From an optimization exercise on the open Yosys and OpenROAD flow, aimed at small area; shortcuts taken in it are not production practice.
The RTL was checked by simulation tests, not by an equivalence proof against the original design.
Power and IR drop assume default switching activity.

File: flow/design.v
module APB_UART(
input         PCLK            ,  
input         PRST_N          ,  
input         PSEL            ,
input         PENABLE         ,
input         PWRITE          ,
input  [31:0] PADDR           ,
input  [31:0] PWDATA          ,
output [31:0] PRDATA          ,
output        IRQ             ,
input         Rxd_i           ,
input         ExtClk_i        ,
output        Txd_o
);
parameter    CTRL_ADDR    = 6'b000001;
parameter    STATUS_ADDR  = 6'b000010;
parameter    SCALER_ADDR  = 6'b000100;
parameter    RHOLD_ADDR   = 6'b001000;
parameter    THOLD_ADDR   = 6'b010000;
wire         Wr   = PSEL & PENABLE &  PWRITE;
wire         Rd   = PSEL & PENABLE & ~PWRITE;
wire         WrCtrl   = Wr & (PADDR[5:0] == CTRL_ADDR);
wire         WrStatus = Wr & (PADDR[5:0] == STATUS_ADDR);
wire         WrScaler = Wr & (PADDR[5:0] == SCALER_ADDR);
wire         WrThold  = Wr & (PADDR[5:0] == THOLD_ADDR);
wire         RdRhold  = Rd & (PADDR[5:0] == RHOLD_ADDR);
reg          RE, TE, PE, PS, ECE;
always @(posedge PCLK or negedge PRST_N) begin
    if (!PRST_N)
        {RE,TE,PE,PS,ECE} <= 5'b0;
    else if (WrCtrl)
        {RE,TE,PE,PS,ECE} <= PWDATA[4:0];
end
reg    [31:0]SCALER;
reg          ScVld;
reg    [31:0]ScalerCnt;
reg          CntVld;
reg          ExtClkQ;
always @(posedge PCLK) begin
    if (WrScaler) SCALER <= PWDATA;
end
always @(posedge PCLK or negedge PRST_N) begin
    if (!PRST_N)       ScVld <= 1'b0;
    else if (WrScaler) ScVld <= 1'b1;
end
wire   [32:0]Borrow;
assign Borrow[0] = 1'b1;
genvar gi;
generate
    for (gi = 0; gi < 32; gi = gi + 1) begin : g_borrow
        assign Borrow[gi+1] = Borrow[gi] & ~ScalerCnt[gi];
    end
endgenerate
wire         CntZero = ~CntVld | Borrow[32];
always @(posedge PCLK) begin
    if (CntZero) ScalerCnt <= SCALER;
    else         ScalerCnt <= ScalerCnt ^ Borrow[31:0];
end
always @(posedge PCLK or negedge PRST_N) begin
    if (!PRST_N)      CntVld <= 1'b0;
    else if (CntZero) CntVld <= ScVld;
end
always @(posedge PCLK or negedge PRST_N) begin
    if (!PRST_N) ExtClkQ <= 1'b0;
    else         ExtClkQ <= ExtClk_i;
end
wire         Tick = ECE ? (ExtClk_i & ~ExtClkQ) : CntZero;
reg          StateRxIdle, StateRxStart, StateRxData, StateRxParity, StateRxStop;
reg          RxdQ1, RxdQ2, RxdFilterQ1, RxdFilterQ2, RxdFilterQ3, Rxd, RxdQ;
reg    [ 2:0]RxTickCnt;
reg          RxTick;
reg          BreakReceive, OverRun, ParityErr, FrmErr;
reg    [ 7:0]RShift;
reg          RSEmpty;
reg          RxDataParity;
reg    [ 2:0]RRAddr, RWAddr;
reg          RWrap;
reg    [ 3:0]RCnt;
wire         iRFifoFull  = RCnt[3];
wire         StartToggle = ~Rxd & RxdQ;
wire         StartRxIdle   = (StateRxStart & RxTick & Rxd) | (StateRxStop & RxTick);
wire         StartRxStart  = RE & StateRxIdle & StartToggle;
wire         StartRxData   = StateRxStart & RxTick & ~Rxd;
wire         StartRxParity = PE & StateRxData & RxTick & ~RShift[0];
wire         StartRxStop   = (~PE & StateRxData & RxTick & ~RShift[0]) | (StateRxParity & RxTick);
wire         StopTick  = StateRxStop & RxTick;
wire         RWrite    = ~RSEmpty & ~iRFifoFull & (StateRxIdle | (StopTick & Rxd & ~RxDataParity));
wire         RRead     = RdRhold & (|RCnt);
always @(posedge PCLK) begin
    if (StartRxStart) begin
        RxTickCnt <= 3'b100;
        RxTick    <= 1'b0;
    end
    else begin
        if (Tick) RxTickCnt <= RxTickCnt + 1'b1;
        RxTick <= (&RxTickCnt) & Tick;
    end
end
always @(posedge PCLK or negedge PRST_N) begin
    if (!PRST_N) begin
        RxdQ1       <= 1'b0;
        RxdQ2       <= 1'b0;
        RxdFilterQ1 <= 1'b0;
        RxdFilterQ2 <= 1'b0;
        RxdFilterQ3 <= 1'b0;
        Rxd         <= 1'b0;
        RxdQ        <= 1'b0;
    end
    else begin
        RxdQ1 <= Rxd_i;
        RxdQ2 <= RxdQ1;
        if (Tick) begin
            RxdFilterQ1 <= RxdQ2;
            RxdFilterQ2 <= RxdFilterQ1;
            RxdFilterQ3 <= RxdFilterQ2;
        end
        Rxd  <= (RxdFilterQ3 & RxdFilterQ2) | (RxdFilterQ3 & RxdFilterQ1) | (RxdFilterQ2 & RxdFilterQ1);
        RxdQ <= Rxd;
    end
end
reg    [ 2:0]RxState;
always @(*) begin
    StateRxIdle   = (RxState == 3'b000);
    StateRxStart  = ~RxState[1] & RxState[0];
    StateRxData   = RxState[1] & ~RxState[0];
    StateRxParity = RxState[1] & RxState[0];
    StateRxStop   = RxState[2];
end
always @(posedge PCLK or negedge PRST_N) begin
    if (!PRST_N)
        RxState <= 3'b000;
    else if (StartRxStart)
        RxState <= 3'b001;
    else if (StartRxIdle)
        RxState <= 3'b000;
    else if (StartRxData)
        RxState <= 3'b010;
    else if (StartRxParity)
        RxState <= 3'b011;
    else if (StartRxStop)
        RxState <= 3'b100;
end
always @(posedge PCLK) begin
    if (StartRxStart) begin
        RxDataParity <= PS;
    end
    else if (RxTick) begin
        if (StateRxStart)
            RShift <= {Rxd, 7'h7F};
        if (StateRxData)
            RShift <= {Rxd, RShift[7:1]};
        if (StateRxData | StateRxParity)
            RxDataParity <= RxDataParity ^ Rxd;
    end
end
always @(posedge PCLK or negedge PRST_N) begin
    if (!PRST_N)
        RSEmpty <= 1'b1;
    else if (StartRxStart)
        RSEmpty <= 1'b0;
    else if ((StateRxIdle & ~iRFifoFull) | (StateRxStart & StartRxIdle) |
             (StopTick & (~Rxd | (~RxDataParity & ~iRFifoFull))))
        RSEmpty <= 1'b1;
end
reg    [63:0]RRing;
reg    [ 2:0]RPh;
reg          RPend;
wire   [ 2:0]RWEntry = RPend ? RWAddr - 1'b1 : RWAddr;
wire   [ 2:0]RWStage = RWEntry + RPh;
wire         RWrNow  = (RWrite | RPend) & (&RWStage[1:0]);
always @(posedge PCLK or negedge PRST_N) begin
    if (!PRST_N) begin
        RPh   <= 3'b0;
        RPend <= 1'b0;
    end
    else begin
        RPh   <= RPh + 1'b1;
        RPend <= (RWrite | RPend) & ~RWrNow;
    end
end
always @(posedge PCLK) begin
    RRing[ 7: 0] <= (RWrNow &  RWStage[2]) ? RShift : RRing[63:56];
    RRing[31: 8] <= RRing[23: 0];
    RRing[39:32] <= (RWrNow & ~RWStage[2]) ? RShift : RRing[31:24];
    RRing[63:40] <= RRing[55:32];
end
wire   [ 2:0]RRStage = RRAddr + RPh;
wire   [ 7:0]RRingOut = RRing[RRStage*8 +: 8];
wire         RBypass  = RPend & (RRAddr == RWAddr - 1'b1);
wire   [ 7:0]RHoldOut = RBypass ? RShift : RRingOut;
always @(posedge PCLK or negedge PRST_N) begin
    if (!PRST_N) begin
        RWAddr <= 3'b0;
        RWrap  <= 1'b0;
    end
    else if (RWrite) begin
        RWAddr <= RWAddr + 1'b1;
        if (&RWAddr) RWrap <= 1'b1;
    end
end
always @(posedge PCLK or negedge PRST_N) begin
    if (!PRST_N)     RCnt <= 4'b0;
    else if (RWrite) RCnt <= RCnt + 1'b1;
    else if (RRead)  RCnt <= RCnt - 1'b1;
end
always @(posedge PCLK or negedge PRST_N) begin
    if (!PRST_N)    RRAddr <= 3'b0;
    else if (RRead) RRAddr <= RRAddr + 1'b1;
end
wire         RHoldVld = RWrap | (RRAddr < RWAddr);
always @(posedge PCLK or negedge PRST_N) begin
    if (!PRST_N) begin
        FrmErr       <= 1'b0;
        BreakReceive <= 1'b0;
        OverRun      <= 1'b0;
        ParityErr    <= 1'b0;
    end
    else if (WrStatus) begin
        {FrmErr, BreakReceive, OverRun, ParityErr} <= PWDATA[3:0];
    end
    else begin
        if (StopTick & ~Rxd &  (|RShift)) FrmErr       <= 1'b1;
        if (StopTick & ~Rxd & ~(|RShift)) BreakReceive <= 1'b1;
        if (StateRxIdle & StartToggle & ~RSEmpty) OverRun <= 1'b1;
        if (StopTick & Rxd & RxDataParity) ParityErr <= 1'b1;
    end
end
reg    [ 7:0]THold[0:7];
reg    [ 9:1]TShift;            
reg          TShift0;
reg          TxDataParity;
reg    [ 2:0]TWAddr, TRAddr;
reg          TWrap;
reg    [ 3:0]TCnt;
reg    [ 2:0]TxTickCnt;
reg          TxTick;
reg          StateTxIdle, StateTxData, StateTxParity, StateTxStop;
wire         iTFifoFull = TCnt[3];
wire         iTHEmpty   = ~(|TCnt);
wire         TWrite     = WrThold & ~iTFifoFull;
wire         TLast         = (&TShift[9:2]) & ~TShift[1];
wire         StartTxIdle   = StateTxStop & TxTick;
wire         StartTxData   = StateTxIdle & TE & ~iTHEmpty & TxTick;
wire         StartTxParity = StateTxData & TLast & TxTick & PE;
wire         StartTxStop   = (StateTxData & TLast & TxTick & ~PE) | (StateTxParity & TxTick);
always @(posedge PCLK or negedge PRST_N) begin
    if (!PRST_N)
        TxTickCnt <= 3'b0;
    else if (StartTxData)
        TxTickCnt <= {2'b00, Tick};
    else if (Tick)
        TxTickCnt <= TxTickCnt + 1'b1;
end
always @(posedge PCLK or negedge PRST_N) begin
    if (!PRST_N)
        TxTick <= 1'b0;
    else
        TxTick <= ~StartTxData & (&TxTickCnt) & Tick;
end
reg    [ 1:0]TxState;
always @(*) begin
    StateTxIdle   = (TxState == 2'b00);
    StateTxData   = (TxState == 2'b01);
    StateTxParity = (TxState == 2'b10);
    StateTxStop   = (TxState == 2'b11);
end
always @(posedge PCLK or negedge PRST_N) begin
    if (!PRST_N)
        TxState <= 2'b00;
    else if (StartTxData)
        TxState <= 2'b01;
    else if (StartTxParity)
        TxState <= 2'b10;
    else if (StartTxStop)
        TxState <= 2'b11;
    else if (StartTxIdle)
        TxState <= 2'b00;
end
always @(posedge PCLK) begin
    if (TWrite) THold[TWAddr] <= PWDATA[7:0];
end
always @(posedge PCLK or negedge PRST_N) begin
    if (!PRST_N) begin
        TWAddr <= 3'b0;
        TWrap  <= 1'b0;
    end
    else if (TWrite) begin
        TWAddr <= TWAddr + 1'b1;
        if (&TWAddr) TWrap <= 1'b1;
    end
end
always @(posedge PCLK or negedge PRST_N) begin
    if (!PRST_N)          TRAddr <= 3'b0;
    else if (StartTxData) TRAddr <= TRAddr + 1'b1;
end
always @(posedge PCLK or negedge PRST_N) begin
    if (!PRST_N)          TCnt <= 4'b0;
    else if (TWrite)      TCnt <= TCnt + 1'b1;
    else if (StartTxData) TCnt <= TCnt - 1'b1;
end
wire   [ 7:0]THead = (TWrap | (TRAddr < TWAddr)) ? THold[TRAddr] : 8'b0;
always @(posedge PCLK) begin
    if (StartTxData) begin
        TShift       <= {1'b0, THead};
        TxDataParity <= PS;
    end
    else if (TxTick & ~StateTxIdle) begin
        TShift <= {1'b1, TShift[9:2]};
        if (StateTxData) TxDataParity <= TxDataParity ^ TShift[1];
    end
end
always @(posedge PCLK or negedge PRST_N) begin
    if (!PRST_N)
        TShift0 <= 1'b1;
    else if (StartTxData)
        TShift0 <= 1'b0;
    else if (StartTxParity)
        TShift0 <= TxDataParity;
    else if (StartTxStop)
        TShift0 <= 1'b1;
    else if (TxTick & ~StateTxIdle)
        TShift0 <= TShift[1];
end
reg          Txd;
always @(posedge PCLK or negedge PRST_N) begin
    if (!PRST_N) Txd <= 1'b0;
    else         Txd <= TShift0;
end
reg          iIRQ;
always @(posedge PCLK or negedge PRST_N) begin
    if (!PRST_N) iIRQ <= 1'b0;
    else         iIRQ <= iRFifoFull | iTFifoFull | StopTick;
end
wire         RdSel = Rd;
assign PRDATA[31:8] = (RdSel & (PADDR[5:0] == SCALER_ADDR) & ScVld) ? SCALER[31:8] : 24'b0;
assign PRDATA[7:0]  = ((RdSel & (PADDR[5:0] == SCALER_ADDR) & ScVld) ? SCALER[7:0] : 8'b0) |
                      ((RdSel & (PADDR[5:0] == RHOLD_ADDR) & RHoldVld) ? RHoldOut : 8'b0) |
                      ((RdSel & (PADDR[5:0] == CTRL_ADDR)) ? {3'b0,RE,TE,PE,PS,ECE} : 8'b0) |
                      ((RdSel & (PADDR[5:0] == STATUS_ADDR)) ? {4'b0,FrmErr,BreakReceive,OverRun,ParityErr} : 8'b0);
assign IRQ   = iIRQ;
assign Txd_o = Txd;
endmodule
File: flow/standard.sh
#!/bin/bash
# synth_recipe.tcl (not shown) runs the flow's synth.tcl, then flattens the netlist and writes it again
# the make line also repeats each setting of config.mk as NAME=value (left out here)
make -C /OpenROAD-flow-scripts/flow DESIGN_CONFIG=/design/flow/config.mk WORK_HOME=/design/flow/orfs CLKGATE_MAP_FILE= SYNTH_SCRIPT=/design/flow/synth_recipe.tcl "${@:-finish}"
File: flow/constraint.sdc
create_clock -name core_clock -period 10.0 [get_ports {PCLK}]
set_input_delay 2.0000 -clock core_clock [delete_from_list [all_inputs] [get_ports {PCLK}]]
set_output_delay 2.0000 -clock core_clock [all_outputs]
set_load 0.01 [all_outputs]
File: flow/config.mk
export PLATFORM = sky130hd
export DESIGN_NAME = APB_UART
export DESIGN_NICKNAME = APB_UART
export VERILOG_FILES = /design/flow/design.v
export SDC_FILE = /design/flow/constraint.sdc
export NUM_CORES = 4
export LEC_CHECK = 0
export CAP_MARGIN = 20
export CORE_MARGIN = 2
export CORE_UTILIZATION = 65
export SLEW_MARGIN = 20
File: flow/flow/run.sh
#!/bin/bash
# Standard ORFS layout (the standard.sh, unchanged synthesis), with
# buf_1 port buffers, a clock tree of clustered clkbuf_4 buffers and
# power recovery (downsizing of cells off the critical paths) after
# global routing.
set -o pipefail
export BUFFER_PORTS_ARGS="-buffer_cell sky130_fd_sc_hd__buf_1"
export CTS_ARGS="-sink_clustering_enable -repair_clock_nets -buf_list sky130_fd_sc_hd__clkbuf_4 -dont_use_dummy_load -sink_clustering_size 10 -sink_clustering_max_diameter 60"
export RECOVER_POWER=100
bash standard.sh > standard.log 2>&1
==> run notes, run 1 <==
number of setup buffers added after CTS 0; Syn Inst Count 847; final worst slack 2.42 ns; Slew @ Worst Pin 3.12 ns; H-tree levels 1; Synth area leaders edfxtp_1, dfxtp_1, dfrtp_1; Hold Path Depth 0; maxcap violations 3; post-route ant nets 0; post-layout util 0.710; syn avg cell area 13.2 um2; post-synthesis cell type count 59; Synth async-reset ratio 0.212; Max clock buf depth 3; initial antenna violation count 0; Yosys top cell by area edfxtp_1; GRT Total Usage 0.238; Crit. End Element flop; Fail Reasons capacitance limit, slew limit; Post-synth EDFFs 114; Detail Placement HPWL 14.8 mm; synth cell count leaders edfxtp_1, dfxtp_1, nand2_1, dfrtp_1, ha_1; crit share post-route 0.758; Synth top area share 0.306; Clock Sink Count 273; sequential power share 0.614; Port Buf Inserts 78; Static Leak 4.60 nW; Pwr Total 0.00224 W; Num CTS Buffers 31; sw power 0.000614 W; Comb pwr share 0.176; fillcell total 1194; power per cell area 189 mW/mm2; hold_ws 0.349 ns; Pins Over Slew Limit 102; status complete, but fails checks; die area 0.0183 mm2; Max FO, Critical Path 66; dpl ws 2.20 ns; Chip Width 135 um; Vias per Instance 5.83; die height 135 um; Main synth FF type edfxtp_1; #FFs+latches synth 273; crit start category flop; P&R area growth vs syn 6.00%; mapped cell area 0.0112 mm2; Starting Density 0.670; part of the Yosys area used for sequential elements 0.617; RSZ-0062 raised after global routing no; first-pass GRT wire length 34.1 mm; Final Critical Period 7.58 ns; post-route clock skew 0.0679 ns; core area 0.0167 mm2; vias in the first global route 6939; slowest stage cell, crit path mux2_2; R2R depth 36; CTS tree done; clock transition at the registers of the reported paths 0.11 ns; DRC errors left 0; post_cts resized 0; number of I/O pins 105; initial DRC count 406; Net Count, Synth 978; endpoints failing hold 0; pin count of the biggest net entering global routing 67; Max VDD drop 0.000134 V; Data arrival, critical path 8.16 ns; gpl congestion 0.892; nets 1062; Post-CTS Hold Fix Bufs 0; Pint 0.00162 W; Placement Rows 47; Critical Path Max Stage Delay 0.41 ns; Setup TNS 0 ns; vias 6696; CP Class reg2reg; Sw Share 0.274; per-cell routed wire length 18.3 um; max_slew headroom -1.08; final wirelength 21.1 mm; total gr overflow 0; Root Buffer clkbuf_4; share of cells above drive strength 1 0.107; Req. time, crit path 10.58 ns; Clock Power Share 0.210; worst hold path class reg2reg; clock latency on the worst-skew pair 0.70 ns; Most common cell on crit path ha_1; drt first pass iters 5; most common cell in the netlist edfxtp_1; Finish-stage setup viols 0; Yosys Warn Count 1; fmax 132 MHz; ant diodes 0
==> placed cells by master, fill, tap and decap left out, types with 3 or more instances in the layout <==
master and instances:
dfxtp_1 101, nand4b_1 3, nand3_1 3, inv_1 51, xor2_1 8, and3b_1 3
nand2_1 99, mux2i_1 12, and2_1 13, xnor2_1 19, a22oi_1 6, nor4_1 5
clkbuf_1 11, nor2_1 35, a21o_1 6, o31ai_1 7, and3_1 14, buf_1 69
a2bb2oi_1 4, o21ai_0 57, and2_0 12, nand2b_1 12, dfrtp_1 55, nor2b_1 6
fa_1 4, mux2_2 28, mux4_2 32, nand4_1 3, ha_1 55, a21oi_1 13
edfxtp_1 114, clkbuf_4 31, nor3_1 3
==> final cells by class <==
class | count | area [um2] | share of cell area
Sequential cell | 273 | 6900 | 0.582
Multi-Input combinational cell | 493 | 3960 | 0.334
Inverter | 51 | 191 | 0.0161
Clock buffer | 31 | 233 | 0.0196
Timing Repair Buffer | 81 | 305 | 0.0257
Tap cell | 220 | 275 | 0.0232
==> flip-flops by register name (all words and copies together), names as in the netlist, 2 cells and up <==
| register | count |
|---|---|
| SCALER | 32 |
| RxTickCnt | 3 |
| RRing | 64 |
| RxState | 3 |
| THold | 64 |
| TShift | 9 |
| TxState | 2 |
| TWAddr | 3 |
| RPh | 3 |
| TxTickCnt | 3 |
| RShift | 8 |
| RCnt | 4 |
| TRAddr | 3 |
| ScalerCnt | 32 |
| TCnt | 4 |
| RWAddr | 3 |
| RRAddr | 3 |
==> final timing paths <==
kind                                 startpoint                      end  slack (ns)
min reg2reg                   RRing[11]$_DFF_P_        RRing[19]$_DFF_P_        0.35
max                        ScalerCnt[0]$_DFF_P_  RxdFilterQ1$_DFFE_PN0P_        2.42
max in group asynchronous                PRST_N    TRAddr[0]$_DFFE_PN0P_        5.60
max reg2reg                ScalerCnt[0]$_DFF_P_  RxdFilterQ1$_DFFE_PN0P_        2.42
min                           RRing[11]$_DFF_P_        RRing[19]$_DFF_P_        0.35
min in group asynchronous                PRST_N    RWAddr[2]$_DFFE_PN0P_        2.43
==> critical path, delay by kind of cell (launching register included) <==
family                     cells  cell delay [ns]
muxes                          1             0.41
and+or+nand+nor                2             0.62
AOI/OAI and AO/OA              1             0.26
adders and majority gates     31             5.75
buffers and inverters          1             0.05
DFF                            1             0.35
==> stage by stage <==
stage / area, um2 / instances
6_report: 11900 / 1149
2_1_floorplan: 11200 / 847
3_5_place_dp: 11700 / 1118
3_3_place_gp: 11700 / 1118
4_1_cts: 11900 / 1149
5_1_grt: 11900 / 1149
==> power groups by stage <==
stage               clock network (W)  logic, W  registers [W]
floorplan                           0  0.000320        0.00137
global placement                    0  0.000369        0.00139
detailed placement                  0  0.000405        0.00140
CTS                          0.000485  0.000407        0.00138
global route                 0.000520  0.000459        0.00139
finish                       0.000470  0.000394        0.00137
==> kinds of logic (layout without fill, tap and decap cells) <==
logic type | Yosys count | after routing | synth area share
DFF | 273 | 273 | 0.617
buffers and inverters | 81 | 163 | 0.0282
adders and majority gates | 61 | 61 | 0.0707
AOI/OAI and AO/OA | 107 | 107 | 0.0585
and+or+nand+nor | 225 | 225 | 0.101
muxes | 73 | 73 | 0.104
xor gates and xnor gates | 27 | 27 | 0.0211
==> layer usage <==
| metal | up-vias | global-route usage | wire [um] |
|---|---|---|---|
| li1 | 3174 | - | - |
| met1 | 3293 | 0.327 | 9280 |
| met2 | 182 | 0.400 | 10200 |
| met3 | 47 | 0.0344 | 1010 |
| met4 | 0 | 0.0700 | 584 |
| met5 | - | 0 | 0 |
==> inputs of run 2 (changes only) <==
--- a/flow/design.v
+++ b/flow/design.v
@@ -34,5 +34,4 @@
 reg    [31:0]SCALER;
 reg          ScVld;
-reg    [31:0]ScalerCnt;
 reg          CntVld;
 reg          ExtClkQ;
@@ -44,16 +43,17 @@
     else if (WrScaler) ScVld <= 1'b1;
 end
-wire   [32:0]Borrow;
-assign Borrow[0] = 1'b1;
+reg    [31:0]NCnt;
+wire   [32:0]Carry;
+assign Carry[0] = 1'b1;
 genvar gi;
 generate
-    for (gi = 0; gi < 32; gi = gi + 1) begin : g_borrow
-        assign Borrow[gi+1] = Borrow[gi] & ~ScalerCnt[gi];
+    for (gi = 0; gi < 32; gi = gi + 1) begin : g_carry
+        assign Carry[gi+1] = Carry[gi] & NCnt[gi];
     end
 endgenerate
-wire         CntZero = ~CntVld | Borrow[32];
+wire         CntZero = ~CntVld | Carry[32];
 always @(posedge PCLK) begin
-    if (CntZero) ScalerCnt <= SCALER;
-    else         ScalerCnt <= ScalerCnt ^ Borrow[31:0];
+    if (CntZero) NCnt <= ~SCALER;
+    else         NCnt <= NCnt ^ Carry[31:0];
 end
 always @(posedge PCLK or negedge PRST_N) begin
--- a/flow/config.mk
+++ b/flow/config.mk
@@ -9,3 +9,4 @@
 export CORE_MARGIN = 2
 export CORE_UTILIZATION = 65
+export GPL_TIMING_DRIVEN = 0
 export SLEW_MARGIN = 20
==> run 2 against run 1 <==
Net effect: combinational power increased by 7.1%; still fails the layout checks on capacitance limit, slew limit; flip-flop and latch count unchanged; final area is 0.28% lower.
==> run notes, run 2 <==
Chip Width 134 um (-0.62%); Critical R2R Launch NCnt[0]$_DFF_P_; endpoints failing hold 0 (unchanged); Post-synth EDFFs 114 (unchanged); share of cells above drive strength 1 0.112 (+0.00563); CP Class reg2reg; pin count of the biggest net entering global routing 33 (-51%); DRC errors left 0 (unchanged); Pins Over Slew Limit 100 (-2.0%); slowest stage cell, crit path mux2_2; placed cell areas 0.0117 mm2 (about the same); Starting Density 0.666 (-0.00385); worst hold path class reg2reg; Final Critical Period 7.22 ns (-0.367 ns); core area 0.0166 mm2 (-0.70%); initial DRC count 394 (-3.0%); Final Cell Area 0.0118 mm2 (-0.28%); Static Leak 4.52 nW (-1.8%); post_cts resized 0 (unchanged); Slew @ Worst Pin 1.66 ns (-1.45 ns); post-synthesis cell type count 60 (+1.7%); footprint of the multi-input gates 0.00393 mm2 (-0.66%); Syn Inst Count 807 (-4.7%); Yosys top cell by area edfxtp_1; critical hold path startpoint RRing[16]$_DFF_P_; CTS tree done; H-tree levels 1 (unchanged); total gr overflow 0 (unchanged); post-route clock skew 0.0621 ns (-0.00580 ns); Critical Path Max Stage Delay 0.36 ns (-0.05 ns); Hold Path Sink RRing[24]$_DFF_P_; fillcell total 1188 (-0.50%); Clock Sink Count 273 (unchanged); Fail Reasons capacitance limit, slew limit; Main synth FF type edfxtp_1; clock latency on the worst-skew pair 0.72 ns (+0.02 ns); commonest non-fill, non-tap cell in the layout edfxtp_1; commonest non-fill, non-tap cells in the layout edfxtp_1, dfxtp_1, buf_1; gpl congestion 0.822 (-7.8%); die height 134 um (-0.62%); Detail Placement HPWL 15.5 mm (+4.9%); maxcap violations 4 (+1); Port Buf Inserts 78 (unchanged); Placement Rows 47 (unchanged); crit path from NCnt[0]$_DFF_P_; Req. time, crit path 10.54 ns (-0.04 ns); first-pass GRT wire length 35.1 mm (+2.7%); drt first pass iters 5 (unchanged); mapped cell area 0.0110 mm2 (-1.3%); crit start category flop; Net Count, Synth 938 (-4.1%); Vias per Instance 5.83 (about the same); Hold Path Depth 0 (unchanged); power per cell area 191 mW/mm2 (+1.3%); Num CTS Buffers 31 (unchanged); vias in the first global route 6901 (-0.55%); number of setup buffers added after CTS 0 (unchanged); register area 0.00690 mm2 (about the same); Setup TNS 0 ns (unchanged); clock transition at the registers of the reported paths 0.10 ns (about the same); die area 0.0181 mm2 (-1.2%); RSZ-0062 raised after global routing no; synth cell count leaders edfxtp_1, dfxtp_1, nand2_1, nor2_1; Post-CTS Hold Fix Bufs 0 (unchanged); status complete, but fails checks; post-route ant nets 0 (unchanged); syn avg cell area 13.7 um2 (+3.6%); Max VDD drop 0.000137 V (+2.3%); Yosys Warn Count 1 (unchanged); reg-to-reg endpoint RxdFilterQ1$_DFFE_PN0P_; crit share post-route 0.722 (-0.0367); Max clock buf depth 3 (unchanged); r2r setup slk 2.78 ns (+0.37 ns); vias 6644 (-0.78%); post-layout util 0.713 (+0.00300); Max FO, Critical Path 10 (-85%); fmax 139 MHz (+5.1%); most common cell in the netlist edfxtp_1; Root Buffer clkbuf_4; max_slew headroom -0.110 (+0.968); per-cell routed wire length 19.1 um (+4.4%); Finish-stage setup viols 0 (unchanged); P&R area growth vs syn 7.07%; #FFs+latches synth 273 (unchanged); nets 1051 (-1.0%); Synth async-reset ratio 0.212 (unchanged); Crit. End Element flop; R2R depth 36 (unchanged); final wirelength 21.8 mm (+3.5%); initial antenna violation count 1 (+1); Most common cell on crit path ha_1; GRT Total Usage 0.249 (+0.0109); Synth area leaders edfxtp_1, dfxtp_1, dfrtp_1; Synth top area share 0.310 (+0.00395); number of I/O pins 105 (unchanged); part of the Yosys area used for sequential elements 0.624 (+0.00796); Data arrival, critical path 7.76 ns (-0.40 ns); Top Registers RRing x64, THold x64
run 2: area by class of cell:
class                      instances  share of cell area
sequential                       273               0.583
multi-input combinational        487               0.332
buffer                            28             0.00963
tap                              220              0.0233
timing repair buffer              80              0.0254
clock buffer                      31              0.0197
inverter                          19             0.00603
antenna                            2            0.000423
run 2: per-layer routing:
layer	global-route usage	vias up	wire [um]
li1	-	3147	-
met1	0.339	3281	9380
met2	0.426	175	10900
met3	0.0333	41	1050
met4	0.0690	0	450
met5	0	-	0
run 2: worst max-delay path by stage:
stage	slack (ns)	cells after the start	to
after detailed placement	2.84	36	RxdFilterQ1$_DFFE_PN0P_
after global placement	2.90	36	RxdFilterQ1$_DFFE_PN0P_
after floorplan	3.45	36	RxdFilterQ1$_DFFE_PN0P_
final	2.78	36	RxdFilterQ1$_DFFE_PN0P_
after CTS	2.75	36	RxdFilterQ1$_DFFE_PN0P_
after global routing	2.42	36	RxdFilterQ1$_DFFE_PN0P_
run 2: cell families (layout without fill, tap and decap cells):
logic type / after synthesis / in the layout / share of synthesized area
and+or+nand+nor: 220 / 220 / 0.101
adders and majority gates: 61 / 61 / 0.0716
other: 0 / 2 / 0
xor gates and xnor gates: 27 / 27 / 0.0214
buffers and inverters: 47 / 158 / 0.0169
muxes: 74 / 74 / 0.107
AOI/OAI and AO/OA: 105 / 105 / 0.0586
DFF: 273 / 273 / 0.624
run 2: critical path: cells and delay by family (launching register included):
| kind | cells | cell delay (ns) |
|---|---|---|
| adder cells (fa/ha/maj) | 31 | 5.61 |
| multiplexers | 1 | 0.36 |
| flip-flops | 1 | 0.33 |
| AND/OR/NAND/NOR | 2 | 0.32 |
| buffers and inverters | 1 | 0.32 |
| AO/OA/AOI/OAI | 1 | 0.10 |
run 2: stage by stage:
step	power (W)	hold slack [ns]	worst slack, ns	std cells
floorplan	0.00171	0.326	3.45	807
global route	0.00239	0.356	2.42	1140
finish	0.00226	0.340	2.78	1140
detailed placement	0.00183	0.333	2.84	1107
global placement	0.00179	0.331	2.90	1105
CTS	0.00229	0.325	2.75	1138
run 2: report_power, final:
part	internal [W]	switching, W
combinational	0.000201	0.000221
clock	0.000142	0.000326
sequential	0.00130	0.0000744
==> inputs of run 3 (changes only) <==
==> flow/flow/run.sh (replaced) <==
#!/bin/bash
# Standard ORFS layout (the standard.sh, unchanged synthesis), with
# buf_1 port buffers and a clock tree of clustered clkbuf_4 buffers.
set -o pipefail
export BUFFER_PORTS_ARGS="-buffer_cell sky130_fd_sc_hd__buf_1"
export CTS_ARGS="-sink_clustering_enable -repair_clock_nets -buf_list sky130_fd_sc_hd__clkbuf_4 -dont_use_dummy_load -sink_clustering_size 10 -sink_clustering_max_diameter 60"
bash standard.sh > standard.log 2>&1
--- a/flow/config.mk
+++ b/flow/config.mk
@@ -9,4 +9,3 @@
 export CORE_MARGIN = 2
 export CORE_UTILIZATION = 65
-export GPL_TIMING_DRIVEN = 0
 export SLEW_MARGIN = 20
==> run 3 against run 2 <==
Net effect: now clean on timing, DRC and antenna; die area did not move; flip-flop and latch count did not move; wire length fell by 3.9%; final area fell by 0.34%; critical path type unchanged; largest power group unchanged; highest routed layer unchanged.
==> run notes, run 3 <==
status timing/DRC/antenna clean; Yosys Warn Count 1 (unchanged); vias 6539 (-1.6%); nets 1027 (-2.3%); Static Leak 4.52 nW (about the same); Clock Sink Count 273 (unchanged); drt first pass iters 5 (unchanged); fmax 142 MHz (+2.6%); DRC errors left 0 (unchanged); most common cell in the netlist edfxtp_1; post-synthesis cell type count 60 (unchanged); Net Count, Synth 938 (unchanged); post_cts resized 0 (unchanged); Syn Inst Count 807 (unchanged); Critical Path Max Stage Delay 0.33 ns (-0.03 ns); Chip Width 134 um (unchanged); r2r setup slk 2.97 ns (+0.18 ns); die area 0.0181 mm2 (unchanged); core area 0.0166 mm2 (unchanged); gpl congestion 0.881 (+7.2%); Detail Placement HPWL 14.4 mm (-6.9%); Top Registers RRing x64, THold x64; crit start category flop; Final Cell Area 0.0118 mm2 (-0.34%); P&R area growth vs syn 6.70%; first-pass GRT wire length 33.9 mm (-3.3%); total gr overflow 0 (unchanged); H-tree levels 1 (unchanged); Synth top area share 0.310 (unchanged); post-layout util 0.711 (-0.00241); Main synth FF type edfxtp_1; Most common cell on crit path ha_1; placed cell areas 0.0116 mm2 (-1.0%); clock latency on the worst-skew pair 0.67 ns (-0.05 ns); number of setup buffers added after CTS 0 (unchanged); power per cell area 191 mW/mm2 (about the same); Post-CTS Hold Fix Bufs 0 (unchanged); Setup TNS 0 ns (unchanged); Placement Rows 47 (unchanged); worst hold path class reg2reg; number of I/O pins 105 (unchanged); post-route clock skew 0.0880 ns (+0.0260 ns); Root Buffer clkbuf_4; R2R depth 36 (unchanged); Finish-stage setup viols 0 (unchanged); Slew @ Worst Pin 0.938 ns (-0.727 ns); initial antenna violation count 1 (unchanged); endpoints failing hold 0 (unchanged); final wirelength 21.0 mm (-3.9%); crit path from NCnt[0]$_DFF_P_; initial DRC count 522 (+32%); Vias per Instance 5.86 (+0.63%); Starting Density 0.666 (unchanged); Synth async-reset ratio 0.212 (unchanged); commonest non-fill, non-tap cells in the layout edfxtp_1, dfxtp_1, buf_1; Crit. End Element flop; synth cell count leaders edfxtp_1, dfxtp_1, nand2_1, nor2_1; Final Critical Period 7.03 ns (-0.184 ns); Max VDD drop 0.000130 V (-5.4%); mapped cell area 0.0110 mm2 (unchanged); crit share post-route 0.703 (-0.0184); Hold Path Sink RRing[45]$_DFF_P_; Post-synth EDFFs 114 (unchanged); vias in the first global route 6594 (-4.4%); slowest stage cell, crit path dfxtp_1; part of the Yosys area used for sequential elements 0.624 (unchanged); CP Class reg2reg; Synth area leaders edfxtp_1, dfxtp_1, dfrtp_1; post-route ant nets 0 (unchanged); max_slew headroom 0.373 (+0.482); die height 134 um (unchanged); Max FO, Critical Path 11 (+1); per-cell routed wire length 18.8 um (-1.8%); RSZ-0062 raised after global routing no; commonest non-fill, non-tap cell in the layout edfxtp_1; pin count of the biggest net entering global routing 65 (+97%); GRT Total Usage 0.239 (-0.0100); Num CTS Buffers 31 (unchanged); Req. time, crit path 10.47 ns (-0.07 ns); Critical R2R Launch NCnt[0]$_DFF_P_; clock transition at the registers of the reported paths 0.11 ns (about the same); Hold Path Depth 0 (unchanged); maxcap violations 0 (-4); critical hold path startpoint RRing[37]$_DFF_P_; share of cells above drive strength 1 0.125 (+0.0131); reg-to-reg endpoint RxdFilterQ2$_DFFE_PN0P_; syn avg cell area 13.7 um2 (unchanged); Data arrival, critical path 7.50 ns (-0.26 ns); Max clock buf depth 3 (unchanged); #FFs+latches synth 273 (unchanged); Pins Over Slew Limit 0 (-100%); Yosys top cell by area edfxtp_1; CTS tree done; Port Buf Inserts 78 (unchanged)
[run 3: stage by stage]
step | hold WS [ns] | setup WS, ns | total power, W | instances
final | 0.320 | 2.97 | 0.00225 | 1115
after global routing | 0.327 | 2.61 | 0.00239 | 1115
after CTS | 0.312 | 2.88 | 0.00227 | 1114
after detailed placement | 0.334 | 3.01 | 0.00182 | 1083
after global placement | 0.329 | 3.13 | 0.00178 | 1083
after floorplan | 0.326 | 3.45 | 0.00171 | 807
[run 3: layout make-up]
class	count	area, um2
multi-input combinational	487	3970
tap	220	275
sequential	273	6900
antenna	1	2.50
clock buffer	31	233
fill	1180	4790
timing repair buffer	84	339
inverter	19	71.3
[run 3: cell families after synthesis]
group | count (synthesis) | share of synthesized area
DFF | 273 | 0.624
adders and majority gates | 61 | 0.0716
AOI/OAI and AO/OA | 105 | 0.0586
and+or+nand+nor | 220 | 0.101
buffers and inverters | 47 | 0.0169
xor gates and xnor gates | 27 | 0.0214
muxes | 74 | 0.107
[run 3: critical path, delay by kind of cell, from the launching register on]
family / cells / cell delay (ns)
buffers and inverters: 1 / 0.20
muxes: 1 / 0.28
and+or+nand+nor: 2 / 0.29
AOI/OAI and AO/OA: 1 / 0.06
DFF: 1 / 0.33
adders and majority gates: 31 / 5.68
[run 3: per-layer routing]
layer | GRT usage | up-vias | wire [um]
met5 | 0 | - | 0
met4 | 0.0596 | 0 | 431
met3 | 0.0378 | 33 | 1080
met2 | 0.400 | 189 | 10400
met1 | 0.332 | 3231 | 9080
li1 | - | 3086 | -
[run 3: report_power, final]
group	internal (W)	total, W	switching [W]
combinational	0.000200	0.000411	0.000211
clock	0.000142	0.000464	0.000322
sequential	0.00130	0.00138	0.0000799
total	0.00164	0.00225	0.000613
[run 3: worst max path at each step]
stage,endpoint,slack (ns),depth (start not counted)
after floorplan,RxdFilterQ1$_DFFE_PN0P_,3.45,36
after global placement,RxdFilterQ1$_DFFE_PN0P_,3.13,36
after detailed placement,RxdFilterQ3$_DFFE_PN0P_,3.01,36
after CTS,RxdFilterQ2$_DFFE_PN0P_,2.88,36
after global routing,RxdFilterQ2$_DFFE_PN0P_,2.61,36
final,RxdFilterQ2$_DFFE_PN0P_,2.97,36
==> inputs of run 4 (changes only) <==
--- a/flow/design.v
+++ b/flow/design.v
@@ -74,4 +74,5 @@
 reg          RSEmpty;
 reg          RxDataParity;
+reg          RxFirst;
 reg    [ 2:0]RRAddr, RWAddr;
 reg          RWrap;
@@ -82,6 +83,7 @@
 wire         StartRxStart  = RE & StateRxIdle & StartToggle;
 wire         StartRxData   = StateRxStart & RxTick & ~Rxd;
-wire         StartRxParity = PE & StateRxData & RxTick & ~RShift[0];
-wire         StartRxStop   = (~PE & StateRxData & RxTick & ~RShift[0]) | (StateRxParity & RxTick);
+wire         RxLast        = ~RShift[0] & ~RxFirst;
+wire         StartRxParity = PE & StateRxData & RxTick & RxLast;
+wire         StartRxStop   = (~PE & StateRxData & RxTick & RxLast) | (StateRxParity & RxTick);
 wire         StopTick  = StateRxStop & RxTick;
 wire         RWrite    = ~RSEmpty & ~iRFifoFull & (StateRxIdle | (StopTick & Rxd & ~RxDataParity));
@@ -142,12 +144,16 @@
 end
 always @(posedge PCLK) begin
+    if (StartRxData)
+        RxFirst <= 1'b1;
+    else if (StateRxData & RxTick)
+        RxFirst <= 1'b0;
+end
+always @(posedge PCLK) begin
     if (StartRxStart) begin
         RxDataParity <= PS;
     end
     else if (RxTick) begin
-        if (StateRxStart)
-            RShift <= {Rxd, 7'h7F};
         if (StateRxData)
-            RShift <= {Rxd, RShift[7:1]};
+            RShift <= RxFirst ? {Rxd, 7'h3F} : {Rxd, RShift[7:1]};
         if (StateRxData | StateRxParity)
             RxDataParity <= RxDataParity ^ Rxd;
@@ -166,7 +172,6 @@
 reg    [ 2:0]RPh;
 reg          RPend;
-wire   [ 2:0]RWEntry = RPend ? RWAddr - 1'b1 : RWAddr;
-wire   [ 2:0]RWStage = RWEntry + RPh;
-wire         RWrNow  = (RWrite | RPend) & (&RWStage[1:0]);
+wire   [ 2:0]RWStage = RWAddr + RPh;
+wire         RWrNow  = (RWrite | RPend) & (&RWStage);
 always @(posedge PCLK or negedge PRST_N) begin
     if (!PRST_N) begin
@@ -180,12 +185,10 @@
 end
 always @(posedge PCLK) begin
-    RRing[ 7: 0] <= (RWrNow &  RWStage[2]) ? RShift : RRing[63:56];
-    RRing[31: 8] <= RRing[23: 0];
-    RRing[39:32] <= (RWrNow & ~RWStage[2]) ? RShift : RRing[31:24];
-    RRing[63:40] <= RRing[55:32];
+    RRing[ 7: 0] <= RWrNow ? RShift : RRing[63:56];
+    RRing[63: 8] <= RRing[55: 0];
 end
 wire   [ 2:0]RRStage = RRAddr + RPh;
 wire   [ 7:0]RRingOut = RRing[RRStage*8 +: 8];
-wire         RBypass  = RPend & (RRAddr == RWAddr - 1'b1);
+wire         RBypass  = RPend & (RRAddr == RWAddr);
 wire   [ 7:0]RHoldOut = RBypass ? RShift : RRingOut;
 always @(posedge PCLK or negedge PRST_N) begin
@@ -194,5 +197,5 @@
         RWrap  <= 1'b0;
     end
-    else if (RWrite) begin
+    else if (RWrNow) begin
         RWAddr <= RWAddr + 1'b1;
         if (&RWAddr) RWrap <= 1'b1;
@@ -208,5 +211,5 @@
     else if (RRead) RRAddr <= RRAddr + 1'b1;
 end
-wire         RHoldVld = RWrap | (RRAddr < RWAddr);
+wire         RHoldVld = RWrap | (RRAddr < RWAddr) | RBypass;
 always @(posedge PCLK or negedge PRST_N) begin
     if (!PRST_N) begin
@@ -247,6 +250,4 @@
     if (!PRST_N)
         TxTickCnt <= 3'b0;
-    else if (StartTxData)
-        TxTickCnt <= {2'b00, Tick};
     else if (Tick)
         TxTickCnt <= TxTickCnt + 1'b1;
@@ -256,5 +257,5 @@
         TxTick <= 1'b0;
     else
-        TxTick <= ~StartTxData & (&TxTickCnt) & Tick;
+        TxTick <= (&TxTickCnt) & Tick;
 end
 reg    [ 1:0]TxState;
--- a/flow/config.mk
+++ b/flow/config.mk
@@ -6,6 +6,7 @@
 export NUM_CORES = 4
 export LEC_CHECK = 0
-export CAP_MARGIN = 20
+export CAP_MARGIN = 5
 export CORE_MARGIN = 2
 export CORE_UTILIZATION = 65
-export SLEW_MARGIN = 20
+export GPL_TIMING_DRIVEN = 0
+export SLEW_MARGIN = 5
==> run 4 against run 3 <==
Net effect: fmax fell by 2.1%; non-clock buffer count rose by 28; final area fell by 0.92%; worst setup slack got worse by 0.15 ns; still clean on timing, DRC and antenna; highest routed layer unchanged; clock power barely moved; register-to-register slack got worse by 0.15 ns.
==> run notes, run 4 <==
Data arrival, critical path 7.74 ns (+0.24 ns); post-synthesis cell type count 58 (-3.3%); syn avg cell area 14.1 um2 (+3.1%); Port Buf Inserts 78 (unchanged); GRT Total Usage 0.237 (-0.00135); number of setup buffers added after CTS 0 (unchanged); final wirelength 20.3 mm (-3.0%); Clock Power Share 0.223 (+0.017); post-layout util 0.712 (+0.00101); post-route ant nets 0 (unchanged); Crit. End Element flop; Chip Width 133 um (-1.2%); final worst slack 2.82 ns (-0.148 ns); RSZ-0062 raised after global routing no; slowest stage cell, crit path mux2_2; Pins Over Slew Limit 0 (unchanged); Synth area leaders edfxtp_1, dfxtp_1, dfrtp_1; mapped cell area 0.0108 mm2 (-2.4%); Setup TNS 0 ns (unchanged); maxcap violations 0 (unchanged); Final Critical Period 7.18 ns (+0.148 ns); endpoints failing hold 0 (unchanged); sw power 0.000533 W (-13%); Syn Inst Count 764 (-5.3%); Post-CTS Hold Fix Bufs 0 (unchanged); gpl congestion 0.863 (-2.1%); dpl ws 2.82 ns (-0.189 ns); vias in the first global route 6611 (+0.26%); critical path's top delay family adder cells; Sw Share 0.256 (-0.0155); Max VDD drop 0.000121 V (-6.9%); Synth async-reset ratio 0.212 (-0.000775); crit share post-route 0.718 (+0.0148); most common cell in the netlist edfxtp_1; synth cell count leaders edfxtp_1, dfxtp_1, dfrtp_1, nor2_1, ha_1; power per cell area 178 mW/mm2 (-6.9%); drt first pass iters 5 (unchanged); initial DRC count 400 (-23%); Main synth FF type edfxtp_1; max_slew headroom 0.170 (-0.202); CP Class reg2reg; pin count of the biggest net entering global routing 39 (-40%); core area 0.0164 mm2 (-1.1%); Yosys Warn Count 1 (unchanged); placed cell areas 0.0114 mm2 (-1.1%); first-pass GRT wire length 33.2 mm (-2.0%); worst hold path class reg2reg; Most common cell on crit path ha_1; Critical Path Max Stage Delay 0.34 ns (about the same); post_cts resized 0 (unchanged); post-route clock skew 0.0452 ns (-0.0428 ns); Finish-stage setup viols 0 (unchanged); Post-synth EDFFs 114 (unchanged); Static Leak 4.45 nW (-1.4%); P&R area growth vs syn 8.35%; Yosys top cell by area edfxtp_1; Num CTS Buffers 31 (unchanged); per-cell routed wire length 18.5 um (-1.8%); CTS tree done; Clock Sink Count 274 (+0.37%); clock latency on the worst-skew pair 0.68 ns (about the same); Detail Placement HPWL 14.7 mm (+2.0%); vias 6310 (-3.5%); Root Buffer clkbuf_4; Comb pwr share 0.136 (-0.046); die area 0.0176 mm2 (-2.3%); Synth top area share 0.318 (+0.00770); Placed Cells 1068 (-1.4%); fmax 139 MHz (-2.1%); #FFs+latches synth 274 (+0.37%); number of I/O pins 105 (unchanged); clock transition at the registers of the reported paths 0.11 ns (about the same); share of cells above drive strength 1 0.134 (+0.00881); worst path buffer plus inverter count 1 (unchanged); commonest non-fill, non-tap cells in the layout edfxtp_1, dfxtp_1, buf_1; part of the Yosys area used for sequential elements 0.642 (+0.0174); DRC errors left 0 (unchanged); Pint 0.00155 W (-5.8%); total gr overflow 0 (unchanged); sequential power share 0.641 (+0.029); Starting Density 0.657 (-0.00916); initial antenna violation count 1 (unchanged); Net Count, Synth 890 (-5.1%); Slew @ Worst Pin 1.24 ns (+0.298 ns); Final Cell Area 0.0117 mm2 (-0.92%); commonest non-fill, non-tap cell in the layout edfxtp_1; Req. time, crit path 10.56 ns (+0.09 ns); Max clock buf depth 3 (unchanged); nets 1008 (-1.9%); die height 133 um (-1.2%); fin cells 1101 (-1.3%); Top Registers RRing x64, THold x64; Max FO, Critical Path 10 (-1); status timing/DRC/antenna clean; Vias per Instance 5.73 (-2.3%); H-tree levels 1 (unchanged); Placement Rows 47 (unchanged); crit start category flop
## run 4: cell types whose count changed after synthesis, moves of 5 or more
cell and delta:
o21ai_1 +5, nor2_1 -7, nand2_1 -20, nand2b_1 -7, ha_1 -5, or2_2 +6
xnor2_1 -5, and3_1 -7, o31ai_1 -5, inv_1 -5, mux2i_1 +6, mux2_2 -5
## run 4: worst paths after layout
kind | cells after the start | startpoint | to | slack, ns
min in group asynchronous | 1 | PRST_N | RPh[1]$_DFF_PN0_ | 1.27
setup reg to reg | 36 | NCnt[0]$_DFF_P_ | RxdFilterQ3$_DFFE_PN0P_ | 2.82
max in group asynchronous | 2 | PRST_N | TShift0$_DFFE_PN1P_ | 8.10
hold reg to reg | 0 | RRing[4]$_DFF_P_ | RRing[12]$_DFF_P_ | 0.35
hold / removal | 0 | RRing[4]$_DFF_P_ | RRing[12]$_DFF_P_ | 0.35
setup / recovery | 36 | NCnt[0]$_DFF_P_ | RxdFilterQ3$_DFFE_PN0P_ | 2.82
## run 4: cell type report
type | count | area (um2)
Clock buffer | 31 | 233
Sequential cell | 274 | 6920
Buffer | 27 | 106
Antenna cell | 1 | 2.50
Tap cell | 220 | 275
Inverter | 16 | 60.1
Timing Repair Buffer | 85 | 357
Multi-Input combinational cell | 447 | 3730
Fill cell | 1134 | 4730
## run 4: metal layers
layer	global-route usage	wire length, um
met5	0	0
met4	0.0544	342
met3	0.0379	988
met2	0.404	10100
met1	0.326	8890
## run 4: worst register-to-register path: cells and delay by family, from the launching register on
| kind | cells | cell delay, ns |
|---|---|---|
| compound gates | 1 | 0.08 |
| buf+inv | 1 | 0.28 |
| mux | 1 | 0.34 |
| fa+ha+maj | 31 | 5.70 |
| simple gates | 2 | 0.35 |
| flops | 1 | 0.33 |
## run 4: power groups by stage
stage / registers, W / clock network, W / logic [W]
2_1_floorplan: 0.00134 / 0 / 0.000214
3_3_place_gp: 0.00135 / 0 / 0.000260
3_5_place_dp: 0.00136 / 0 / 0.000283
4_1_cts: 0.00133 / 0.000479 / 0.000286
5_1_grt: 0.00134 / 0.000516 / 0.000333
6_report: 0.00133 / 0.000464 / 0.000283
## run 4: cell families after synthesis
logic type / synth area share
XOR/XNOR: 0.0171
AO/OA/AOI/OAI: 0.0605
AND/OR/NAND/NOR: 0.0881
flip-flops: 0.642
multiplexers: 0.110
buffers and inverters: 0.0154
adder cells (fa/ha/maj): 0.0675
## run 4: through the flow
| stage | hold WS, ns | power, W |
|---|---|---|
| CTS | 0.356 | 0.00210 |
| detailed placement | 0.333 | 0.00164 |
| finish | 0.353 | 0.00208 |
| global placement | 0.329 | 0.00161 |
| global route | 0.358 | 0.00219 |
| floorplan | 0.326 | 0.00155 |
==> inputs of run 5 (changes only) <==
--- a/flow/config.mk
+++ b/flow/config.mk
@@ -6,7 +6,6 @@
 export NUM_CORES = 4
 export LEC_CHECK = 0
-export CAP_MARGIN = 5
+export CAP_MARGIN = 20
 export CORE_MARGIN = 2
 export CORE_UTILIZATION = 65
-export GPL_TIMING_DRIVEN = 0
-export SLEW_MARGIN = 5
+export SLEW_MARGIN = 20
==> run 5 against run 4 <==
Net effect: first-iteration DRC count rose by 8.0%; largest power group unchanged; flip-flop and latch count did not move; sequential share of layout area rose by 0.42 points; synthesized area did not move; sequential power barely moved; critical path depth did not move; clock skew rose by 0.0046 ns; via count fell by 0.54%.
==> run notes, run 5 <==
endpoints failing hold 0 (unchanged); Most common cell on crit path ha_1; Top Registers RRing x64, THold x64; maxcap violations 0 (unchanged); fillcell total 1153 (+1.7%); gpl congestion 0.820 (-5.0%); Max clock buf depth 3 (unchanged); die height 133 um (unchanged); Vias per Instance 5.82 (+1.5%); max_slew headroom 0.329 (+0.158); placed cell areas 0.0114 mm2 (-0.60%); power per cell area 179 mW/mm2 (+0.51%); CP Class reg2reg; Post-CTS Hold Fix Bufs 0 (unchanged); final wirelength 19.8 mm (-2.8%); #FFs+latches synth 274 (unchanged); CTS tree done; initial DRC count 432 (+8.0%); die area 0.0176 mm2 (unchanged); Final Critical Period 7.36 ns (+0.180 ns); post-route ant nets 0 (unchanged); H-tree levels 1 (unchanged); Pins Over Slew Limit 0 (unchanged); worst hold path class reg2reg; Finish-stage setup viols 0 (unchanged); number of setup buffers added after CTS 0 (unchanged); Port Buf Inserts 78 (unchanged); Final Cell Area 0.0116 mm2 (-0.71%); drt first pass iters 4 (-1); Setup TNS 0 ns (unchanged); Req. time, crit path 10.56 ns (about the same); post-layout util 0.707 (-0.00503); post-synthesis cell type count 58 (unchanged); Slew @ Worst Pin 1.01 ns (-0.228 ns); Detail Placement HPWL 13.8 mm (-6.0%); per-cell routed wire length 18.3 um (-0.79%); Yosys top cell by area edfxtp_1; Synth area leaders edfxtp_1, dfxtp_1, dfrtp_1; Yosys Warn Count 1 (unchanged); number of I/O pins 105 (unchanged); mapped cell area 0.0108 mm2 (unchanged); DRC errors left 0 (unchanged); first-pass GRT wire length 32.4 mm (-2.4%); Placement Rows 47 (unchanged); clock latency on the worst-skew pair 0.67 ns (about the same); fmax 136 MHz (-2.4%); GRT Total Usage 0.233 (-0.00463); commonest non-fill, non-tap cells in the layout edfxtp_1, dfxtp_1, buf_1; Syn Inst Count 764 (unchanged); Num CTS Buffers 31 (unchanged); crit start category flop; synth cell count leaders edfxtp_1, dfxtp_1, dfrtp_1, nor2_1, ha_1; nets 986 (-2.2%); core area 0.0164 mm2 (unchanged); share of cells above drive strength 1 0.136 (+0.00227); Crit. End Element flop; slowest stage cell, crit path mux2_2; dpl ws 2.65 ns (-0.173 ns); part of the Yosys area used for sequential elements 0.642 (unchanged); clock transition at the registers of the reported paths 0.11 ns (about the same); vias 6276 (-0.54%); vias in the first global route 6452 (-2.4%); Critical Path Max Stage Delay 0.37 ns (+0.03 ns); RSZ-0062 raised after global routing no; Main synth FF type edfxtp_1; post_cts resized 0 (unchanged); crit share post-route 0.736 (+0.0180); most common cell in the netlist edfxtp_1; syn avg cell area 14.1 um2 (unchanged); Post-synth EDFFs 114 (unchanged); total gr overflow 0 (unchanged); Synth top area share 0.318 (unchanged); Root Buffer clkbuf_4; final worst slack 2.64 ns (-0.180 ns); Max FO, Critical Path 65 (+55); Clock Sink Count 274 (unchanged); commonest non-fill, non-tap cell in the layout edfxtp_1; Static Leak 4.43 nW (-0.45%); Net Count, Synth 890 (unchanged); post-route clock skew 0.0498 ns (+0.00459 ns); Chip Width 133 um (unchanged); Synth async-reset ratio 0.212 (unchanged); pin count of the biggest net entering global routing 66 (+69%); Data arrival, critical path 7.92 ns (+0.18 ns); Starting Density 0.657 (unchanged); status timing/DRC/antenna clean; P&R area growth vs syn 7.58%; Max VDD drop 0.000150 V (+24%); initial antenna violation count 1 (unchanged)
[run 5: area by class of cell]
| type | count | area (um2) | share of cell area |
|---|---|---|---|
| Inverter | 16 | 60.1 | 0.00518 |
| Antenna cell | 1 | 2.50 | 0.000216 |
| Tap cell | 220 | 275 | 0.0237 |
| Sequential cell | 274 | 6920 | 0.597 |
| Multi-Input combinational cell | 447 | 3720 | 0.321 |
| Timing Repair Buffer | 90 | 388 | 0.0334 |
| Clock buffer | 31 | 233 | 0.0201 |
[run 5: logic make-up (layout without fill, tap and decap cells)]
kind of cell	count (synthesis)	in the layout	synth area share
xor gates and xnor gates	21	21	0.0171
AOI/OAI and AO/OA	108	108	0.0605
DFF	274	274	0.642
adders and majority gates	56	56	0.0675
muxes	75	75	0.110
buffers and inverters	43	137	0.0154
other	0	1	0
and+or+nand+nor	187	187	0.0881
[run 5: critical path, delay by kind of cell, from the launching register on]
kind | cells | cell delay (ns)
multiplexers | 1 | 0.37
buffers and inverters | 1 | 0.31
flip-flops | 1 | 0.32
AO/OA/AOI/OAI | 1 | 0.22
AND/OR/NAND/NOR | 2 | 0.37
adder cells (fa/ha/maj) | 31 | 5.66
[run 5: worst paths after layout]
| kind | startpoint | to | slack (ns) | depth (start not counted) |
|---|---|---|---|---|
| setup reg to reg | NCnt[1]$_DFF_P_ | RxdFilterQ3$_DFFE_PN0P_ | 2.64 | 36 |
| setup / recovery | NCnt[1]$_DFF_P_ | RxdFilterQ3$_DFFE_PN0P_ | 2.64 | 36 |
| hold / removal | RRing[39]$_DFF_P_ | RRing[47]$_DFF_P_ | 0.35 | 0 |
| min in group asynchronous | PRST_N | RPh[0]$_DFF_PN0_ | 1.44 | 2 |
| hold reg to reg | RRing[39]$_DFF_P_ | RRing[47]$_DFF_P_ | 0.35 | 0 |
| max in group asynchronous | PRST_N | RWAddr[1]$_DFFE_PN0P_ | 8.04 | 2 |
[run 5: through the flow]
step | hold slack, ns | instances | total power, W
3_3_place_gp | 0.330 | 1046 | 0.00161
6_report | 0.348 | 1079 | 0.00207
2_1_floorplan | 0.326 | 764 | 0.00155
5_1_grt | 0.354 | 1079 | 0.00219
3_5_place_dp | 0.333 | 1046 | 0.00164
4_1_cts | 0.353 | 1077 | 0.00209
[run 5: power breakdown]
group          total [W]  switching [W]  leakage [nW]  internal [W]
logic           0.000275       0.000147          1.72      0.000129
clock network   0.000466       0.000325         0.143      0.000141
registers        0.00133      0.0000594          2.57       0.00127
[run 5: per-layer routing]
layer	track usage	part of all wire	vias up
met1	0.320	0.44	3072
met5	0	0	-
li1	-	-	2992
met3	0.0352	0.044	52
met4	0.0717	0.029	0
met2	0.389	0.49	160
==> inputs of run 6 (changes only) <==
--- a/flow/config.mk
+++ b/flow/config.mk
@@ -8,4 +8,4 @@
 export CAP_MARGIN = 20
 export CORE_MARGIN = 2
-export CORE_UTILIZATION = 65
+export CORE_UTILIZATION = 80
 export SLEW_MARGIN = 20
==> run 6 against run 5 <==
Net effect: fmax up 0.41%; still clean; non-clock buffer count down 5; combinational power up 4%; critical path type unchanged; synthesized cell count unchanged; core utilization up 17 points.
==> run notes, run 6 <==
vias in the first global route 6781 (+5.1%); Max clock buf depth 3 (unchanged); RSZ-0062 raised after global routing no; Sw Share 0.260 (+0.00417); part of the Yosys area used for sequential elements 0.642 (unchanged); Num CTS Buffers 31 (unchanged); Pins Over Slew Limit 0 (unchanged); fmax 136 MHz (+0.41%); post-layout util 0.874 (+0.167); commonest non-fill, non-tap cell in the layout edfxtp_1; die height 120 um (-9.6%); Root Buffer clkbuf_4; Comb pwr share 0.137 (+0.004); drt first pass iters 5 (+1); Hold Path Sink RRing[44]$_DFF_P_; Net Count, Synth 890 (unchanged); Starting Density 0.817 (+0.160); gpl congestion 0.851 (+3.7%); Yosys top cell by area edfxtp_1; Critical R2R Launch NCnt[0]$_DFF_P_; max_slew headroom 0.316 (-0.0128); Pint 0.00154 W (about the same); sw power 0.000543 W (+2.3%); initial DRC count 666 (+54%); post-synthesis cell type count 58 (unchanged); clock transition at the registers of the reported paths 0.10 ns (about the same); Vias per Instance 6.34 (+9.0%); Port Buf Inserts 78 (unchanged); syn avg cell area 14.1 um2 (unchanged); Synth area leaders edfxtp_1, dfxtp_1, dfrtp_1; status timing/DRC/antenna clean; first-pass GRT wire length 33.6 mm (+3.6%); CP Class reg2reg; Synth top area share 0.318 (unchanged); Setup TNS 0 ns (unchanged); Static Leak 4.41 nW (-0.60%); Detail Placement HPWL 14.7 mm (+6.2%); Synth async-reset ratio 0.212 (unchanged); Final Critical Period 7.33 ns (-0.0298 ns); crit share post-route 0.733 (-0.00298); Max FO, Critical Path 65 (unchanged); Top Registers RRing x64, THold x64; core area 0.0132 mm2 (-20%); Chip Width 120 um (-9.6%); Max VDD drop 0.000137 V (-8.8%); clock latency on the worst-skew pair 0.69 ns (+0.02 ns); r2r setup slk 2.67 ns (+0.03 ns); commonest non-fill, non-tap cells in the layout edfxtp_1, dfxtp_1, buf_1; DRC errors left 0 (unchanged); Yosys Warn Count 1 (unchanged); post_cts resized 0 (unchanged); CTS tree done; Hold Path Depth 0 (unchanged); share of cells above drive strength 1 0.137 (+0.000799); vias 6521 (+3.9%); worst path buffer plus inverter count 0 (-1); pin count of the biggest net entering global routing 66 (unchanged); Placement Rows 42 (-11%); fillcell total 589 (-49%); die area 0.0144 mm2 (-18%); Critical Path Max Stage Delay 0.44 ns (+0.07 ns); slowest stage cell, crit path nand2b_4; GRT Total Usage 0.302 (+0.0693); maxcap violations 0 (unchanged); critical hold path startpoint RRing[36]$_DFF_P_; power per cell area 181 mW/mm2 (+1.3%); nets 981 (-0.51%); crit start category flop; mapped cell area 0.0108 mm2 (unchanged); post-route ant nets 0 (unchanged); Req. time, crit path 10.56 ns (about the same); total gr overflow 0 (unchanged); Most common cell on crit path ha_1; Data arrival, critical path 7.90 ns (-0.02 ns); number of I/O pins 105 (unchanged); ant diodes 0 (-1); placed cell areas 0.0113 mm2 (-0.68%); Main synth FF type edfxtp_1; worst hold path class reg2reg; endpoints failing hold 0 (unchanged); sequential power share 0.642 (about the same); Clock Power Share 0.221 (-0.004); reg-to-reg endpoint TxTickCnt[2]$_DFFE_PN0P_; Slew @ Worst Pin 1.03 ns (+0.0191 ns); Crit. End Element flop; post-route clock skew 0.0551 ns (+0.00530 ns); initial antenna violation count 0 (-1); #FFs+latches synth 274 (unchanged); synth cell count leaders edfxtp_1, dfxtp_1, dfrtp_1, nor2_1, ha_1; Post-CTS Hold Fix Bufs 0 (unchanged); Clock Sink Count 274 (unchanged); R2R depth 35 (-2.8%); Finish-stage setup viols 0 (unchanged); P&R area growth vs syn 6.89%; Syn Inst Count 764 (unchanged); final wirelength 21.1 mm (+6.9%); per-cell routed wire length 20.5 um (+12%); H-tree levels 1 (unchanged); Post-synth EDFFs 114 (unchanged); most common cell in the netlist edfxtp_1; Final Cell Area 0.0115 mm2 (-0.64%); critical path's top delay family adder cells; number of setup buffers added after CTS 0 (unchanged)
## run 6: cell counts after synthesis
No cell type changed its count.
## run 6: logic make-up (layout without fill, tap and decap cells)
group	Yosys count	in the layout	synth area share
flip-flops	274	274	0.642
AND/OR/NAND/NOR	187	187	0.0881
AO/OA/AOI/OAI	108	108	0.0605
multiplexers	75	75	0.110
adder cells (fa/ha/maj)	56	56	0.0675
buffers and inverters	43	132	0.0154
XOR/XNOR	21	21	0.0171
## run 6: metal layers
metal	up-vias	share of wire	global-route usage
met4	0	0.030	0.104
met3	64	0.068	0.0466
met2	296	0.51	0.520
met1	3181	0.39	0.397
met5	-	0	0
li1	2980	-	-
## run 6: metrics by stage
stage / setup slack (ns) / std cells / total power, W / hold WS (ns)
after CTS: 2.20 / 1028 / 0.00209 / 0.351
after global placement: 2.43 / 997 / 0.00160 / 0.329
after detailed placement: 2.25 / 997 / 0.00165 / 0.333
after floorplan: 3.47 / 764 / 0.00155 / 0.326
final: 2.67 / 1029 / 0.00209 / 0.349
after global routing: 2.28 / 1029 / 0.00219 / 0.356
## run 6: final cells by class
| class | instances | area, um2 | share of cell area |
|---|---|---|---|
| Tap cell | 176 | 220 | 0.0191 |
| Multi-Input combinational cell | 447 | 3740 | 0.325 |
| Sequential cell | 274 | 6920 | 0.601 |
| Clock buffer | 31 | 233 | 0.0202 |
| Timing Repair Buffer | 85 | 347 | 0.0301 |
| Inverter | 16 | 60.1 | 0.00521 |
## run 6: worst max-delay path by stage
stage	endpoint	start	depth (start not counted)
after floorplan	RxdFilterQ1$_DFFE_PN0P_	NCnt[1]$_DFF_P_	36
after global placement	RxdFilterQ2$_DFFE_PN0P_	NCnt[0]$_DFF_P_	35
after detailed placement	TxTickCnt[2]$_DFFE_PN0P_	NCnt[0]$_DFF_P_	35
after CTS	TxTickCnt[2]$_DFFE_PN0P_	NCnt[0]$_DFF_P_	35
after global routing	RxdFilterQ2$_DFFE_PN0P_	NCnt[0]$_DFF_P_	35
final	TxTickCnt[2]$_DFFE_PN0P_	NCnt[0]$_DFF_P_	35
## run 6: power by group through the flow
stage	Sequential, W	Clock (W)	Combinational [W]
final	0.00134	0.000462	0.000285
after detailed placement	0.00136	0	0.000283
after global routing	0.00135	0.000512	0.000330
after floorplan	0.00134	0	0.000214
after CTS	0.00134	0.000470	0.000285
after global placement	0.00135	0	0.000249

re-timing with driven ports:
No port has a modelled driver above. Below, the same layouts with a new extraction and two added sets of constraints. Step 1, drivers: a clkbuf_16 drives PCLK and a buf_2 each remaining input, both assumed. Step 2 adds t to the input delays and takes it off the output delays; t is the mean of the earliest and latest rising clock arrival at the registers after step 1. Input paths then give back, and output paths get back, about the clock's delay inside the block. a / b / c = ideal / step 1 / step 2; a / b = the first two.
run | shift t [ns] | setup slack, ns | clock arrival spread, ns | worst register clock-pin slew, ns
run 1 | 0.705 | 2.415 / 2.415 / 2.415 | 0.068 / 0.069 | 0.12 / 0.12
run 2 | 0.726 | 2.783 / 2.783 / 2.783 | 0.062 / 0.063 | 0.11 / 0.11
run 3 | 0.668 | 2.966 / 2.966 / 2.966 | 0.090 / 0.091 | 0.11 / 0.11
run 4 | 0.697 | 2.818 / 2.818 / 2.818 | 0.046 / 0.046 | 0.11 / 0.11
run 5 | 0.695 | 2.638 / 2.638 / 2.638 | 0.067 / 0.068 | 0.11 / 0.11
run 6 | 0.701 | 2.668 / 2.668 / 2.668 | 0.056 / 0.055 | 0.12 / 0.12
